Background: an optimization exercise with open tools, aiming at a short achievable clock period and few clock cycles per item. Do not read the settings as production practice.
The RTL was checked by simulation tests, not by an equivalence proof against the original design.
Power figures rest on the tool's default switching activity, not on a simulated workload.

File: flow/flow/run.sh
#!/bin/bash
set -o pipefail
export BUFFER_PORTS_ARGS="-buffer_cell sky130_fd_sc_hd__buf_6"
sed -E "s/SETUP_SLACK_MARGIN=[-0-9.]+/SETUP_SLACK_MARGIN=8.2/" standard.sh > standard_a.sh
sed -E "s/SETUP_SLACK_MARGIN=[-0-9.]+/SETUP_SLACK_MARGIN=7.5/" standard.sh > standard_b.sh
bash standard_a.sh synth floorplan place cts > standard_a.log 2>&1 || exit 1
bash standard_b.sh > standard_b.log 2>&1
File: flow/standard.sh
#!/bin/bash
# synth_recipe.tcl (not shown) runs the flow's synth.tcl, then flattens the netlist and writes it again
# the make line also repeats each setting of config.mk as NAME=value (left out here)
make -C /OpenROAD-flow-scripts/flow DESIGN_CONFIG=/design/flow/config.mk WORK_HOME=/design/flow/orfs CLKGATE_MAP_FILE= SYNTH_SCRIPT=/design/flow/synth_recipe.tcl "${@:-finish}"
File: flow/config.mk
export PLATFORM = sky130hd
export DESIGN_NAME = RiscV_Main
export DESIGN_NICKNAME = RiscV_Main
export VERILOG_FILES = /design/flow/design.v
export SDC_FILE = /design/flow/constraint.sdc
export NUM_CORES = 4
export LEC_CHECK = 0
export CAP_MARGIN = 20
export CELL_PAD_IN_SITES_DETAIL_PLACEMENT = 1
export CORE_MARGIN = 2
export CORE_UTILIZATION = 35
export GPL_ROUTABILITY_DRIVEN = 1
export PLACE_DENSITY = 0.5
export SETUP_SLACK_MARGIN = 5
export SLEW_MARGIN = 20
export TNS_END_PERCENT = 100
File: flow/constraint.sdc
create_clock -name core_clock -period 12.0 [get_ports {clock}]
set_input_delay 2.4000 -clock core_clock [delete_from_list [all_inputs] [get_ports {clock}]]
set_output_delay 2.4000 -clock core_clock [all_outputs]
set_load 0.01 [all_outputs]
File: flow/design.v
module RiscV_Main (
  input         clock,
  input         reset,
  output [19:0] imem_addr,
  input  [31:0] imem_data,
  output [7:0]  dmem_addr,
  output        dmem_re,
  input  [31:0] dmem_rdata,
  output        dmem_we,
  output [31:0] dmem_wdata,
  output        ret_valid,
  output [31:0] ret_pc,
  output        ret_we,
  output [4:0]  ret_rd,
  output [31:0] ret_wdata
);
  reg [31:0] pc_fn;              
  wire [31:0] pc_f = ~pc_fn;
  reg        rst_q;              
  reg        d_v;
  reg [31:0] d_ir, d_pc;
  reg [31:0] d_pc4;
  reg [11:0] d_loB, d_loJ;
  reg        d_cB, d_cJ, d_ncB, d_ncJ;
  reg [19:0] d_hip, d_him;       
  reg [31:0] d_rf1, d_rf2;
  reg        l_v;
  reg [4:0]  l_rd;
  reg [31:0] l_val;
  reg        d_hit, d_ftk;       
  reg [1:0]  d_ctr;              
  reg        x_v;
  reg [31:0] x_pc, x_a, x_b, x_pre, x_alt;
  reg [4:0]  x_rd;
  reg        x_we, x_ld, x_br;
  reg [2:0]  x_f3;
  reg [1:0]  x_ctr;
  reg        x_add, x_sub, x_sll, x_srl, x_sra, x_slt, x_sltu, x_xor, x_or, x_and, x_pres;
  reg        x_c_eq, x_c_ne, x_c_lt, x_c_ge, x_c_ltu, x_c_geu, x_c_all;
  reg        x_jr;               
  reg        j_pend;             
  reg [31:0] j_tgt;
  reg        w_vn, w_wen;
  wire       w_v  = ~w_vn;
  wire       w_we = ~w_wen;
  reg [4:0]  w_rdn;
  wire [4:0] w_rd = ~w_rdn;
  reg [31:0] w_res;              
  reg [31:0] w_pc;
  reg [19:0] o_ia;               
  reg        o_v, o_we;          
  reg [4:0]  o_rd;               
  reg [31:0] o_wd;               
  reg        u_v, u_tk;          
  reg [4:0]  u_idx;
  reg [1:0]  u_ctr;
  reg [7:0]  m_addr;
  reg        m_re, m_we;
  reg [31:0] m_wdata;
  reg        bt_v   [0:31];
  reg [4:0]  bt_tag [0:31];      
  reg [11:0] bt_tgt [0:31];      
  reg        bt_j   [0:31];      
  reg        bt_tk  [0:31];      
  reg [1:0]  bt_ctr [0:31];
  wire [31:0] rf [0:31];
  assign rf[0] = 32'd0;
  genvar g;
  generate
    for (g = 1; g < 32; g = g + 1) begin : r
      reg [31:0] q;
      always @(posedge clock) begin
        if (rst_q)
          q <= 32'd0;
        else if (w_v && w_we && w_rd == g)
          q <= w_res;
      end
      assign rf[g] = q;
    end
  endgenerate
  wire [4:0]  f_idx = pc_f[6:2];
  wire [31:0] f_dec = 32'd1 << f_idx;
  wire [31:0] f_vm, f_tm;
  genvar fe;
  generate
    for (fe = 0; fe < 32; fe = fe + 1) begin : fm
      wire m = bt_tag[fe] == pc_f[11:7];
      assign f_vm[fe] = bt_v[fe] & m;
      assign f_tm[fe] = bt_tk[fe] & m;
    end
  endgenerate
  wire        f_hit = |(f_dec & f_vm) & ~rst_q;
  wire        f_tk  = |(f_dec & f_tm) & ~rst_q;
  wire [1:0]  f_ctr = bt_ctr[f_idx];
  wire [31:0] f_tgt = {pc_f[31:12], bt_tgt[f_idx]};
  wire [31:0] f_pc4 = {pc_f[31:2] + 30'd1, pc_f[1:0]};
  wire [11:0] f_immB = {imem_data[7], imem_data[30:25], imem_data[11:8], 1'b0};
  wire [11:0] f_immJ = {imem_data[20], imem_data[30:21], 1'b0};
  wire [12:0] f_loB  = {1'b0, pc_f[11:0]} + {1'b0, f_immB};
  wire [12:0] f_loJ  = {1'b0, pc_f[11:0]} + {1'b0, f_immJ};
  wire        f_sB   = imem_data[31];                        
  wire [8:0]  f_hJ   = {imem_data[31], imem_data[19:12]};    
  wire        f_ncB  = f_loB[12] == f_sB;
  wire        f_ncJ  = f_loJ[12] ? (f_hJ == 9'h1ff) : (f_hJ == 9'h000);
  wire [31:0] f_rf1 = rf[imem_data[19:15]];
  wire [31:0] f_rf2 = rf[imem_data[24:20]];
  wire [6:0] d_op  = d_ir[6:0];
  wire [4:0] d_rd  = d_ir[11:7];
  wire [4:0] d_rs1 = d_ir[19:15];
  wire [4:0] d_rs2 = d_ir[24:20];
  wire [2:0] d_f3  = d_ir[14:12];
  wire       d_f7  = d_ir[30];
  wire d_isR   = d_op == 7'h33;
  wire d_isI   = d_op == 7'h13;
  wire d_isLUI = d_op == 7'h37;
  wire d_isLD  = d_op == 7'h03;
  wire d_isST  = d_op == 7'h23;
  wire d_isBR  = d_op == 7'h63;
  wire d_isJAL = d_op == 7'h6f;
  wire d_isJR  = d_op == 7'h67;
  wire d_regw  = d_isR | d_isI | d_isLUI | d_isLD | d_isJAL | d_isJR;
  wire d_we    = d_regw & (d_rd != 5'd0);
  wire [31:0] d_immI = {{20{d_ir[31]}}, d_ir[31:20]};
  wire [31:0] d_immS = {{20{d_ir[31]}}, d_ir[31:25], d_ir[11:7]};
  wire [31:0] d_immU = {d_ir[31:12], 12'd0};
  wire d_w1 = w_v & w_we & (w_rd == d_rs1);
  wire d_w2 = w_v & w_we & (w_rd == d_rs2);
  wire d_l1 = l_v & (l_rd == d_rs1);
  wire d_l2 = l_v & (l_rd == d_rs2);
  wire [31:0] d_r1 = d_w1 ? w_res : d_l1 ? l_val : d_rf1;
  wire [31:0] d_r2 = d_w2 ? w_res : d_l2 ? l_val : d_rf2;
  wire d_x1 = x_v & x_we & (x_rd == d_rs1);
  wire d_x2 = x_v & x_we & (x_rd == d_rs2);
  wire d_mem   = d_isLD | d_isST;
  wire stall_d = d_v & d_mem & d_x1;
  wire [9:0] d_agu = d_r1[9:0] + (d_isST ? d_immS[9:0] : d_immI[9:0]);
  wire d_stat  = d_ir[31] | (d_f3 == 3'b001);    
  wire [1:0] d_cnt = d_hit ? d_ctr : {d_stat, ~d_stat};
  wire d_bpred = d_cnt[1];
  wire d_take  = d_isJAL | (d_isBR & d_bpred);
  wire [19:0] d_hiB  = d_cB ? (d_ir[31] ? d_pc[31:12] : d_hip) : (d_ir[31] ? d_him : d_pc[31:12]);
  wire [19:0] d_hiJ  = d_pc[31:12] + {{11{d_ir[31]}}, d_ir[19:12]} + {19'd0, d_cJ};
  wire [31:0] d_tgtB = {d_hiB, d_loB};
  wire [31:0] d_tgtJ = {d_hiJ, d_loJ};
  wire [31:0] d_tgt  = d_isJAL ? d_tgtJ : d_tgtB;
  wire        d_same = d_isJAL ? (d_ncJ & (pc_f[11:0] == d_loJ)) : (d_ncB & (pc_f[11:0] == d_loB));
  wire d_bad   = d_v & ~d_isJR & (d_ftk ? (~d_take | ~d_same) : d_take);
  wire d_alloc = d_v & (d_isBR | d_isJAL) & ~d_hit;
  wire d_sh    = d_f3 == 3'b101;
  wire d_alu   = d_isR | d_isI;
  wire d_r30   = d_isR & d_f7;
  wire d_add   = d_alu & (d_f3 == 3'b000) & ~d_r30;
  wire d_sub   = d_alu & (d_f3 == 3'b000) & d_r30;
  wire d_sll   = d_alu & (d_f3 == 3'b001) & ~d_r30;
  wire d_slt   = d_alu & (d_f3 == 3'b010) & ~d_r30;
  wire d_sltu  = d_alu & (d_f3 == 3'b011) & ~d_r30;
  wire d_xor   = d_alu & (d_f3 == 3'b100) & ~d_r30;
  wire d_srl   = d_alu & d_sh & ~d_f7;
  wire d_sra   = d_alu & d_sh & d_f7;
  wire d_or    = d_alu & (d_f3 == 3'b110) & ~d_r30;
  wire d_and   = d_alu & (d_f3 == 3'b111) & ~d_r30;
  wire d_pres  = d_isLUI | d_isJAL;
  wire [2:0] d_mc = d_bpred ? {d_f3[2:1], ~d_f3[0]} : d_f3;    
  wire signed [31:0] sxa = x_a;
  wire signed [31:0] sxb = x_b;
  wire [31:0] x_sum  = x_a + x_b;
  wire [31:0] x_dif  = x_a - x_b;
  wire        x_eq   = x_a == x_b;
  wire        x_ltu  = x_a < x_b;
  wire        x_lt   = sxa < sxb;
  wire [4:0]  x_sh   = x_b[4:0];
  wire [31:0] x_shl  = x_a << x_sh;
  wire [31:0] x_shr  = x_a >> x_sh;
  wire [31:0] x_shra = sxa >>> x_sh;
  wire [31:0] x_res =
      ({32{x_add}}  & x_sum)  |
      ({32{x_sub}}  & x_dif)  |
      ({32{x_sll}}  & x_shl)  |
      ({32{x_srl}}  & x_shr)  |
      ({32{x_sra}}  & x_shra) |
      ({32{x_slt}}  & {31'd0, x_lt})  |
      ({32{x_sltu}} & {31'd0, x_ltu}) |
      ({32{x_xor}}  & (x_a ^ x_b)) |
      ({32{x_or}}   & (x_a | x_b)) |
      ({32{x_and}}  & (x_a & x_b)) |
      ({32{x_pres}} & x_pre);
  reg x_taken;
  always @(*) begin
    case (x_f3)
      3'b000: x_taken = x_eq;
      3'b001: x_taken = ~x_eq;
      3'b100: x_taken = x_lt;
      3'b101: x_taken = ~x_lt;
      3'b110: x_taken = x_ltu;
      3'b111: x_taken = ~x_ltu;
      default: x_taken = 1'b0;
    endcase
  end
  wire flush_x = x_v & ((x_c_eq & x_eq) | (x_c_ne & ~x_eq) | (x_c_lt & x_lt) | (x_c_ge & ~x_lt) |
                        (x_c_ltu & x_ltu) | (x_c_geu & ~x_ltu) | x_c_all | x_jr);
  wire [31:0] w_nxt = x_ld ? dmem_rdata : x_res;
  wire kill_d = flush_x | j_pend;
  wire go_d   = d_v & ~stall_d & ~kill_d;
  reg [31:0] pc_e;               
  always @(*) begin
    if (stall_d)      pc_e = d_pc;
    else if (d_bad)   pc_e = d_take ? d_tgt : d_pc4;
    else if (f_tk)    pc_e = f_tgt;
    else              pc_e = f_pc4;
  end
  wire [31:0] pc_n = j_pend ? j_tgt : flush_x ? x_alt : pc_e;
  always @(posedge clock) rst_q <= reset;
  always @(posedge clock) begin
    if (reset) begin
      pc_fn  <= 32'hffffffff;
      o_ia   <= 20'd0;
      d_v    <= 1'b0;
      x_v    <= 1'b0;
      w_vn   <= 1'b1;
      o_v    <= 1'b0;
      m_re   <= 1'b0;
      m_we   <= 1'b0;
      u_v    <= 1'b0;
      j_pend <= 1'b0;
      l_v    <= 1'b0;
    end else begin
      pc_fn  <= ~pc_n;
      o_ia   <= pc_n[21:2];
      d_v    <= ~(kill_d | stall_d | d_bad);
      x_v    <= go_d;
      w_vn   <= ~x_v;
      o_v    <= x_v;
      m_re   <= go_d & d_isLD;
      m_we   <= go_d & d_isST;
      u_v    <= x_v & x_br;
      j_pend <= x_v & x_jr;
      l_v    <= w_v & w_we;
    end
  end
  always @(posedge clock) begin
    d_ir   <= imem_data;
    d_pc   <= pc_f;
    d_pc4  <= f_pc4;
    d_loB  <= f_loB[11:0];
    d_loJ  <= f_loJ[11:0];
    d_cB   <= f_loB[12];
    d_cJ   <= f_loJ[12];
    d_ncB  <= f_ncB;
    d_ncJ  <= f_ncJ;
    d_hip  <= pc_f[31:12] + 20'd1;
    d_him  <= pc_f[31:12] - 20'd1;
    d_rf1  <= rst_q ? 32'd0 : f_rf1;
    d_rf2  <= rst_q ? 32'd0 : f_rf2;
    l_rd   <= w_rd;
    l_val  <= w_res;
    d_hit  <= f_hit;
    d_ftk  <= f_tk;
    d_ctr  <= f_ctr;
    x_pc   <= d_pc;
    x_rd   <= d_rd;
    x_we   <= d_we;
    x_a    <= d_x1 ? w_nxt : d_r1;
    x_b    <= (d_isR | d_isBR) ? (d_x2 ? w_nxt : d_r2) : d_immI;
    x_pre  <= d_isLUI ? d_immU : d_pc4;
    x_alt  <= d_bpred ? d_pc4 : d_tgtB;
    x_ctr  <= d_cnt;
    x_ld   <= d_isLD;
    x_br   <= d_isBR;
    x_jr   <= d_isJR;
    x_c_eq  <= d_isBR & (d_mc == 3'b000);
    x_c_ne  <= d_isBR & (d_mc == 3'b001);
    x_c_all <= d_isBR & (d_mc[2:1] == 2'b01) & d_bpred;
    x_c_lt  <= d_isBR & (d_mc == 3'b100);
    x_c_ge  <= d_isBR & (d_mc == 3'b101);
    x_c_ltu <= d_isBR & (d_mc == 3'b110);
    x_c_geu <= d_isBR & (d_mc == 3'b111);
    x_f3   <= d_f3;
    x_add  <= d_add;  x_sub <= d_sub;  x_sll <= d_sll;  x_srl <= d_srl;
    x_sra  <= d_sra;  x_slt <= d_slt;  x_sltu <= d_sltu; x_xor <= d_xor;
    x_or   <= d_or;   x_and <= d_and;  x_pres <= d_pres | d_isJR;
    m_addr  <= d_agu[9:2];
    m_wdata <= d_x2 ? w_nxt : d_r2;
    w_pc  <= x_pc;
    w_rdn <= ~x_rd;
    w_wen <= ~x_we;
    if (x_we) w_res <= w_nxt;
    o_wd  <= w_nxt;
    o_we  <= x_we;
    o_rd  <= x_rd;
    j_tgt <= {x_sum[31:1], 1'b0};
    u_tk  <= x_taken;
    u_idx <= x_pc[6:2];
    u_ctr <= x_ctr;
  end
  genvar e;
  generate
    for (e = 0; e < 32; e = e + 1) begin : bt
      always @(posedge clock) begin
        if (rst_q)
          bt_v[e] <= 1'b0;
        else if (d_alloc && d_pc[6:2] == e)
          bt_v[e] <= 1'b1;
        if (rst_q)
          bt_tk[e] <= 1'b0;
        else if (d_alloc && d_pc[6:2] == e)
          bt_tk[e] <= d_isJAL | d_cnt[1];
        else if (u_v && u_idx == e)
          bt_tk[e] <= bt_v[e] & (bt_j[e] | (u_tk ? (u_ctr != 2'd0) : (u_ctr == 2'd3)));
        if (d_alloc && d_pc[6:2] == e) begin
          bt_tag[e] <= d_pc[11:7];
          bt_tgt[e] <= d_tgt[11:0];
          bt_j[e]   <= d_isJAL;
        end
        if (d_alloc && d_pc[6:2] == e)
          bt_ctr[e] <= d_cnt;
        else if (u_v && u_idx == e)
          bt_ctr[e] <= u_tk ? (u_ctr == 2'd3 ? 2'd3 : u_ctr + 2'd1)
                            : (u_ctr == 2'd0 ? 2'd0 : u_ctr - 2'd1);
      end
    end
  endgenerate
  assign imem_addr  = o_ia;
  assign dmem_addr  = m_addr;
  assign dmem_re    = m_re;
  assign dmem_we    = m_we;
  assign dmem_wdata = m_wdata;
  assign ret_valid = o_v;
  assign ret_pc    = w_pc;
  assign ret_we    = o_we;
  assign ret_rd    = o_rd;
  assign ret_wdata = o_wd;
endmodule
==> results of run 1 <==
[power breakdown]
part	leakage [nW]	switching [mW]	internal, mW
clock	4.43	3.72	4.96
combinational	19.0	0.872	0.354
sequential	20.2	0.139	8.47
total	43.6	4.73	13.8
[timing repair]
item / CTS / global route
resized for setup: 508 / 0
buffers inserted: 98 / 0
endpoints found under the setup margin: 843 / 0
[per-layer routing]
layer / routed length (µm) / global-route usage [%] / up-vias
met2: 249000 / 53.8 / 8524
met5: 833 / 0.864 / -
met1: 237000 / 48.8 / 53983
met4: 46400 / 24.0 / 36
li1: - / - / 42178
met3: 81100 / 13.4 / 2566
[per-stage QoR]
| step | total power, mW | cell area [µm²] | hold slack [ps] |
|---|---|---|---|
| 2_1_floorplan | 9.30 | 109000 | 310 |
| 3_3_place_gp | 9.85 | 115000 | 310 |
| 3_5_place_dp | 9.87 | 115000 | 313 |
| 4_1_cts | 18.5 | 128000 | 327 |
| 5_1_grt | 18.9 | 128000 | 335 |
| 6_report | 18.5 | 128000 | 323 |
[layout make-up]
| cell class | count | area, µm² |
|---|---|---|
| fill | 34367 | 178000 |
| sequential | 2396 | 54900 |
| multi-input combinational | 8095 | 51000 |
| clock buffer | 388 | 7850 |
| timing repair buffer | 633 | 6440 |
| tap | 4100 | 5130 |
| clock inverter | 110 | 1240 |
| inverter | 269 | 1050 |
| antenna | 43 | 108 |
[path summary, 6_finish.rpt]
check / start / end / slack [ps] / cells past startpoint
max reg2reg: x_b[1]$_DFF_P_ / x_b[13]$_DFF_P_ / 7930 / 12
max: x_b[1]$_DFF_P_ / x_b[13]$_DFF_P_ / 7930 / 12
min: x_pc[6]$_DFF_P_ / w_pc[6]$_DFF_P_ / 320 / 0
min reg2reg: x_pc[6]$_DFF_P_ / w_pc[6]$_DFF_P_ / 320 / 0
[kinds of logic after synthesis]
logic type,Yosys count
AOI/OAI and AO/OA,3364
xor gates and xnor gates,363
adders and majority gates,157
buffers and inverters,1234
DFF,2396
muxes,261
and+or+nand+nor,3949
[cell usage after synthesis (31+ instances only)]
cell       instances
nand3_1          228
xor2_1           134
a222oi_1          39
edfxtp_1         672
mux4_2            62
nor4_1            42
a221oi_1         364
nor2b_1           55
a31oi_1           49
buf_2             49
nand2b_1          43
mux2_2            50
nand2_1         2568
clkbuf_1         824
a2111oi_0         41
ha_1             150
xnor2_1          229
dfxtp_1         1724
o21ai_0          255
nor2_1           581
nand4_1          147
buf_1             45
nor3_1           126
o211ai_1          41
a21o_1            56
inv_1            255
o21a_1            46
a22oi_1          466
a211oi_1         110
a22o_1           358
or3_1             31
a21oi_1         1274
mux2i_1          149
[flip-flops by register name (all words and copies together) (netlist names), 64 cells and up, named ones only]
signal,cells
r.q,992
bt_tag,160
bt_ctr,64
bt_tgt,384
[worst reg2reg max path, delay by kind of cell, from the launching register on]
family | cells | cell delay [ps]
buf+inv | 2 | 370
mux | 2 | 800
compound gates | 7 | 2460
simple gates | 1 | 40
flops | 1 | 370
==> impl_metrics.yaml, run 1 <==
run_status:
  outcome: "complete, no violations"
cts:
  cts_hold_buf: 0
  clk_pin_slew_ps: 70
  cts_tree: "yes"
  numCtsBuffers: 277
  max-clock-path-buffers: 4
  cts_max_level: 5
  clkSinkCount: 2396
  clk_latency_ps: 930
  cts-root-buf: "clkbuf_16"
yosys:
  synth_top_area_share_pct: 32.1
  yosysTopAreaCell: "dfxtp_1"
  yosysWarnings: 7
  synth_compound_area_share_pct: 21.1
  synth_edf_count: 672
  synthAdderAreaFrac_pct: 1.87
  synth_top_family_by_area: "compound AO/OA/AOI/OAI gates"
  synthArstFlopShare_pct: 0
  synthXorXnorAreaFrac_pct: 2.96
  synth.net_count: 11946
  ys.flop_type: "dfxtp_1"
  yosys.area_share.simple_pct: 15.4
  synth_area_um2: 108000
  yosysUniqueCellTypes: 103
  yosysSeqAreaShare_pct: 50.9
  postSynthCellCount: 11724
  synth_area_leaders: "dfxtp_1 (32%), edfxtp_1 (19%), nand2_1 (9.0%)"
  synth_mux_area_share_pct: 3.21
  syn_avg_cell_area_um2: 9.17
  ys_ff_latch: 2396
detailed_routing:
  wirelength_um: 614000
  drc: 0
  antenna_left: 0
  wl_per_cell_um: 38.3
  route.vias.total: 107287
  drt_pass1_iterations: 10
  vias_per_cell: 6.69
  drtIter0Drc: 17666
global_route:
  antenna_found_initial: 59
  grt_pass1_wl_um: 833000
  grt_max_degree: 226
  grt_pass1_vias: 102570
  overflow: 0
  grt_use_total_pct: 38.0
floorplan:
  start_util_pct: 35.2
  die_w_um: 558
  io-pin-count: 199
  placementRows: 203
  dieArea_um2: 312000
  design.core.area_um2: 306000
  die_h_um: 558
pwr:
  p_leak_nw: 43.6
  p_per_area_nw_per_um2: 145
  vdd_drop_max_mv: 0.0939
layout:
  area_growth_pct: 18.8
  postLayoutCoreUtil_pct: 41.8
  instances_no_fill: 16034
  layout-drive-gt1-share_pct: 14.9
  final_common_cell: "nand2_1"
  final_cell_mix: "nand2_1 (2533), dfxtp_1 (1624), a21oi_1 (1243)"
  nets: 11894
placement:
  place_ws_ps: 6420
  dp_hpwl_um: 360000
  dp_cells: 15380
  gp_congestion: 0.969
  port_buffers: 198
critical_path:
  cp_slowest_cell: "a21oi_1"
  cp_cell_sequence: "buf_12 -> buf_12 -> mux2i_1 -> o21ai_0 -> a32oi_2 -> o22ai_1 -> o21a_1 -> nor2_1 -> a21oi_1 -> o32ai_2 -> mux2i_1 -> o21ba_2"
  endpoint_kind: "flop"
  critical_path_buf_inv_count: 2
  slowest_delay_ps: 710
  arrival_ps: 4940
  crit_type: "flop to flop"
  required_ps: 12870
  crit_fanout: 43
  start_kind: "flop"
  cpLargestDelayFamily: "compound AO/OA/AOI/OAI gates"
flow_run:
  cap_violations: 0
sta:
  fmax_mhz: 245
  hold_violations: 0
  setup_tns_ps: 0
  worst_slew_pin_slew_ps: 1300
  finalCritPeriodShare_pct: 33.9
  grt_setup_unrepaired: "false"
  skew_ps: 57.5
  setup-violations-final: 0
  fin_crit_ps: 4070
  final-max-slew-violation-count: 0
  relSlewSlack_pct: 13.6
  timing.final.ws_setup_ps: 7930
min_path:
  hold_path_class: "flop to flop"
Testbench counts, summed over its fixed seeds: cycles 50,391, instrs 48,000.
==> run 2, diff against run 1 <==
--- a/flow/design.v
+++ b/flow/design.v
@@ -21,6 +21,7 @@
   reg [31:0] d_ir, d_pc;
   reg [31:0] d_pc4;
-  reg [11:0] d_loB, d_loJ;
-  reg        d_cB, d_cJ, d_ncB, d_ncJ;
+  reg [11:0] d_lo;               
+  reg        d_c, d_nc;
+  reg        d_pJAL, d_pBR, d_pJR, d_pstat;    
   reg [19:0] d_hip, d_him;       
   reg [31:0] d_rf1, d_rf2;
@@ -102,4 +103,5 @@
   wire [8:0]  f_hJ   = {imem_data[31], imem_data[19:12]};    
   wire        f_ncB  = f_loB[12] == f_sB;
+  wire        f_jal  = imem_data[6:0] == 7'h6f;
   wire        f_ncJ  = f_loJ[12] ? (f_hJ == 9'h1ff) : (f_hJ == 9'h000);
   wire [31:0] f_rf1 = rf[imem_data[19:15]];
@@ -135,15 +137,13 @@
   wire stall_d = d_v & d_mem & d_x1;
   wire [9:0] d_agu = d_r1[9:0] + (d_isST ? d_immS[9:0] : d_immI[9:0]);
-  wire d_stat  = d_ir[31] | (d_f3 == 3'b001);    
-  wire [1:0] d_cnt = d_hit ? d_ctr : {d_stat, ~d_stat};
+  wire [1:0] d_cnt = d_hit ? d_ctr : {d_pstat, ~d_pstat};
   wire d_bpred = d_cnt[1];
-  wire d_take  = d_isJAL | (d_isBR & d_bpred);
-  wire [19:0] d_hiB  = d_cB ? (d_ir[31] ? d_pc[31:12] : d_hip) : (d_ir[31] ? d_him : d_pc[31:12]);
-  wire [19:0] d_hiJ  = d_pc[31:12] + {{11{d_ir[31]}}, d_ir[19:12]} + {19'd0, d_cJ};
-  wire [31:0] d_tgtB = {d_hiB, d_loB};
-  wire [31:0] d_tgtJ = {d_hiJ, d_loJ};
-  wire [31:0] d_tgt  = d_isJAL ? d_tgtJ : d_tgtB;
-  wire        d_same = d_isJAL ? (d_ncJ & (pc_f[11:0] == d_loJ)) : (d_ncB & (pc_f[11:0] == d_loB));
-  wire d_bad   = d_v & ~d_isJR & (d_ftk ? (~d_take | ~d_same) : d_take);
+  wire d_take  = d_pJAL | (d_pBR & d_bpred);
+  wire [19:0] d_hiB  = d_c ? (d_ir[31] ? d_pc[31:12] : d_hip) : (d_ir[31] ? d_him : d_pc[31:12]);
+  wire [19:0] d_hiJ  = d_pc[31:12] + {{11{d_ir[31]}}, d_ir[19:12]} + {19'd0, d_c};
+  wire [31:0] d_tgtB = {d_hiB, d_lo};
+  wire [31:0] d_tgt  = {d_pJAL ? d_hiJ : d_hiB, d_lo};
+  wire        d_same = d_nc & (pc_f[11:0] == d_lo);
+  wire d_bad   = d_v & ~d_pJR & (d_ftk ? (~d_take | ~d_same) : d_take);
   wire d_alloc = d_v & (d_isBR | d_isJAL) & ~d_hit;
   wire d_sh    = d_f3 == 3'b101;
@@ -242,10 +242,11 @@
     d_pc   <= pc_f;
     d_pc4  <= f_pc4;
-    d_loB  <= f_loB[11:0];
-    d_loJ  <= f_loJ[11:0];
-    d_cB   <= f_loB[12];
-    d_cJ   <= f_loJ[12];
-    d_ncB  <= f_ncB;
-    d_ncJ  <= f_ncJ;
+    d_lo   <= f_jal ? f_loJ[11:0] : f_loB[11:0];
+    d_c    <= f_jal ? f_loJ[12] : f_loB[12];
+    d_nc   <= f_jal ? f_ncJ : f_ncB;
+    d_pJAL <= f_jal;
+    d_pBR  <= imem_data[6:0] == 7'h63;
+    d_pJR  <= imem_data[6:0] == 7'h67;
+    d_pstat <= imem_data[31] | (imem_data[14:12] == 3'b001);    
     d_hip  <= pc_f[31:12] + 20'd1;
     d_him  <= pc_f[31:12] - 20'd1;
--- a/flow/flow/run.sh
+++ b/flow/flow/run.sh
@@ -2,4 +2,7 @@
 set -o pipefail
 export BUFFER_PORTS_ARGS="-buffer_cell sky130_fd_sc_hd__buf_6"
+# clock tree: smaller sink clusters and no extra buffers along its wires, so
+# that it has one level fewer (same settings for every register)
+export CTS_ARGS="-sink_clustering_enable -repair_clock_nets -sink_clustering_size 25 -sink_clustering_max_diameter 100 -distance_between_buffers 1000 -branching_point_buffers_distance 1000"
 sed -E "s/SETUP_SLACK_MARGIN=[-0-9.]+/SETUP_SLACK_MARGIN=8.2/" standard.sh > standard_a.sh
 sed -E "s/SETUP_SLACK_MARGIN=[-0-9.]+/SETUP_SLACK_MARGIN=7.5/" standard.sh > standard_b.sh
==> run 2 against run 1 <==
Net effect: still clean on timing, DRC and antenna; first-iteration DRC count up 8.1%; combinational power down 24%; design area fell by 4.6%; cell count is 2.5% lower; setup slack got worse by 29 ps; clock skew increased by 24 ps; highest routed layer unchanged.
==> impl_metrics.yaml, run 2 <==
run_status:
  outcome: "complete, no violations"
floorplan:
  start_util_pct: 35.1
  placementRows: 203
  design.core.area_um2: 306000
  dieArea_um2: 311000
  io-pin-count: 199
  die_w_um: 558
  die_h_um: 558
yosys:
  synth_edf_count: 672
  yosys.area_share.simple_pct: 15.5
  yosysTopAreaCell: "dfxtp_1"
  synthAdderAreaFrac_pct: 1.87
  synth_top_family_by_area: "compound AO/OA/AOI/OAI gates"
  synth_area_leaders: "dfxtp_1 (32%), edfxtp_1 (19%), nand2_1 (8.4%)"
  ys_ff_latch: 2387
  ys.flop_type: "dfxtp_1"
  postSynthCellCount: 11581
  synthArstFlopShare_pct: 0
  ys_top_cells_by_count: "nand2_1 (2393), dfxtp_1 (1715), a21oi_1 (1256)"
  synth_top_area_share_pct: 32.0
  synth.most_common_cell: "nand2_1"
  synth_area_um2: 107000
  synth.net_count: 11803
  yosysSeqAreaShare_pct: 50.8
  synthXorXnorAreaFrac_pct: 2.82
  yosysWarnings: 7
  synth_compound_area_share_pct: 20.8
  yosysUniqueCellTypes: 98
  syn_avg_cell_area_um2: 9.26
  synth_mux_area_share_pct: 3.76
layout:
  largest_register_ffs: 992
  area_growth_pct: 13.6
  regMostFlops: "r.q"
  final_cell_mix: "nand2_1 (2363), dfxtp_1 (1594), a21oi_1 (1238)"
  multiInputGateArea_um2: 50600
  nets: 11627
  postLayoutCoreUtil_pct: 39.9
  fillers: 34169
  final_common_cell: "nand2_1"
  seqCellArea_um2: 54800
  reg.largest.list: "r.q x992, bt_tgt x384, bt_tag x160"
  design_area_um2: 122000
  instances_no_fill: 15629
  layout-drive-gt1-share_pct: 13.5
critical_path:
  crit_type: "input pin to flop"
  required_ps: 12810
  endpoint_kind: "flop"
  r2r_slack_ps: 7980
  cp_cell_sequence: "buf_6 -> nor2_1 -> nand2_1 -> nor2_4 -> buf_4 -> a222oi_1 -> nand3_1 -> nor3_1 -> nor2_1"
  arrival_ps: 4910
  cp_slowest_cell: "buf_4"
  crit_fanout: 26
  cp-startpoint: "imem_data[16]"
  reg2regPathDepth: 16
  cpLargestDelayFamily: "simple AND/OR/NAND/NOR gates"
  start_kind: "input pin"
  slowest_delay_ps: 790
  crit_top_cell: "nor2_1"
  r2r-end: "pc_fn[12]$_SDFF_PP1_"
  reg2reg_from: "x_a[16]$_DFF_P_"
  critical_path_buf_inv_count: 2
min_path:
  whs_path_depth: 0
  min_from: "x_pc[15]$_DFF_P_"
  hold_path_end: "w_pc[15]$_DFF_P_"
  hold_path_class: "flop to flop"
cts:
  cts-root-buf: "clkbuf_16"
  max-clock-path-buffers: 3
  cts_tree: "yes"
  clk_pin_slew_ps: 100
  clkSinkCount: 2387
  numCtsBuffers: 119
  cts_max_level: 3
  clk_latency_ps: 950
sta:
  finalCritPeriodShare_pct: 34.2
  final-max-slew-violation-count: 0
  setup_tns_ps: 0
  worst_slew_pin_slew_ps: 1270
  setup-violations-final: 0
  fmax_mhz: 244
  grt_setup_unrepaired: "false"
  timing.final.ws_setup_ps: 7900
  fin_crit_ps: 4100
  hold_violations: 0
  relSlewSlack_pct: 15.1
  hold_slack_ps: 333
  skew_ps: 81.7
pwr:
  clkPwrFrac_pct: 34.7
  intPower_mw: 10.6
  p_per_area_nw_per_um2: 118
  p_comb_share_pct: 6.5
  p_leak_nw: 40.9
  p_total_mw: 14.4
  p_seq_share_pct: 58.9
  p_sw_mw: 3.81
  vdd_drop_max_mv: 0.171
  switching_share_pct: 26.5
placement:
  dp_cells: 15260
  port_buffers: 198
  placedInstanceArea_um2: 115000
  dp_hpwl_um: 380000
  place_ws_ps: 6380
  gp_congestion: 0.970
global_route:
  overflow: 0
  grt_pass1_wl_um: 839000
  grt_use_total_pct: 38.5
  grt_max_degree: 94
  grt_pass1_vias: 101568
  antenna_found_initial: 53
detailed_routing:
  drt_pass1_iterations: 13
  wl_per_cell_um: 39.6
  vias_per_cell: 6.78
  antenna_left: 0
  drtIter0Drc: 19102
  drc: 0
  wirelength_um: 620000
  route.vias.total: 105914
flow_run:
  cap_violations: 0
## run 2: cell types whose count changed after synthesis, sizes merged, moves of 28 or more
cell and delta:
nor3 +37, mux2 +56, a22oi -40, a222oi +43, xnor2 -44, a211oi -37
nand2 -175, nor4 +28, nand3 +35
## run 2: per-layer routing
| layer | up-vias | track usage, % | share of wire [%] |
|---|---|---|---|
| met5 | - | 1.70 | 0.16 |
| met4 | 44 | 23.6 | 7.5 |
| met3 | 2445 | 14.1 | 13 |
| met2 | 8480 | 54.6 | 41 |
| met1 | 53465 | 49.2 | 38 |
| li1 | 41480 | - | - |
## run 2: cell type report
| type | count | share of cell area, % |
|---|---|---|
| diodes | 47 | 0.0965 |
| clock buffers | 156 | 2.60 |
| clock inverters | 42 | 0.443 |
| inverters | 245 | 0.807 |
| multi-input cells | 7981 | 41.5 |
| flip-flops and latches | 2387 | 45.0 |
| well taps | 4100 | 4.21 |
| repair buffers | 670 | 5.37 |
| repair inverters | 1 | 0.00411 |
## run 2: worst reg2reg max path, delay by kind of cell (launching register included)
| kind | cells | cell delay (ps) |
|---|---|---|
| AND/OR/NAND/NOR | 7 | 1640 |
| buffers and inverters | 5 | 920 |
| AO/OA/AOI/OAI | 2 | 470 |
| flip-flops | 1 | 320 |
| adder cells (fa/ha/maj) | 1 | 310 |
| multiplexers | 1 | 250 |
## run 2: kinds of logic after synthesis
group,count (synthesis)
AO/OA/AOI/OAI,3292
XOR/XNOR,345
adder cells (fa/ha/maj),157
buffers and inverters,1215
flip-flops,2387
multiplexers,302
AND/OR/NAND/NOR,3883
## run 2: timing repair
| action | 4_1_cts | 5_1_grt |
|---|---|---|
| hold buffers | 0 | 0 |
| endpoints found under the setup margin | 1417 | 0 |
| setup buffers | 112 | 0 |
| resized for setup | 544 | 0 |
## run 2: worst max path at each step
stage | slack [ps] | end | depth (start not counted)
floorplan | 7850 | d_nc$_DFF_P_ | 11
finish | 7900 | d_rf1[31]$_SDFF_PP0_ | 9
CTS | 8030 | d_nc$_DFF_P_ | 12
detailed placement | 6380 | o_ia[18]$_SDFF_PP0_ | 13
global route | 7810 | m_addr[7]$_DFF_P_ | 15
global placement | 6430 | o_ia[11]$_SDFF_PP0_ | 13
## run 2: power groups by stage
stage          Sequential (mW)  Clock [mW]  Combinational [mW]
6_report                  8.46        4.98               0.930
3_3_place_gp              8.65           0               0.792
2_1_floorplan             8.60           0               0.423
3_5_place_dp              8.65           0               0.804
5_1_grt                   8.46        5.25               0.948
4_1_cts                   8.45        4.98               0.886
Testbench counts of run 2, summed over its fixed seeds: cycles 50,391, instrs 48,000.

==> re-timing with driven ports <==
The flow's constraints put no driver on any port. The routed layouts listed below were extracted and timed again, unchanged, in two steps. Step 1 (the two cells are an assumption about what drives the block):
set clk [get_ports {clock}]
set_driving_cell -lib_cell sky130_fd_sc_hd__clkbuf_16 $clk
set_driving_cell -lib_cell sky130_fd_sc_hd__buf_2 [delete_from_list [all_inputs] $clk]
Step 2, shift: input delay + t, output delay - t, t = (earliest + latest rising clock arrival at the registers) / 2. This alone moves slack from input paths to output paths. Slacks: ideal / step 1 / step 2; pairs: ideal / step 1.
| run | t, ns | setup slack, ns | hold WS [ns] | worst setup path at the end | clock arrival spread, ns |
|---|---|---|---|---|---|
| run 1 | 1.012 | 7.926 / 7.704 / 6.692 | 0.323 / 0.323 / 0.323 | input to register | 0.058 / 0.058 |
| run 2 | 1.008 | 7.897 / 7.882 / 6.875 | 0.333 / 0.333 / 0.333 | input to register | 0.088 / 0.089 |
After both steps setup and hold are still met in every run listed. The setup slack of run 1, which loses most, moves by -0.222 ns with the drivers and by -1.234 ns with both steps.
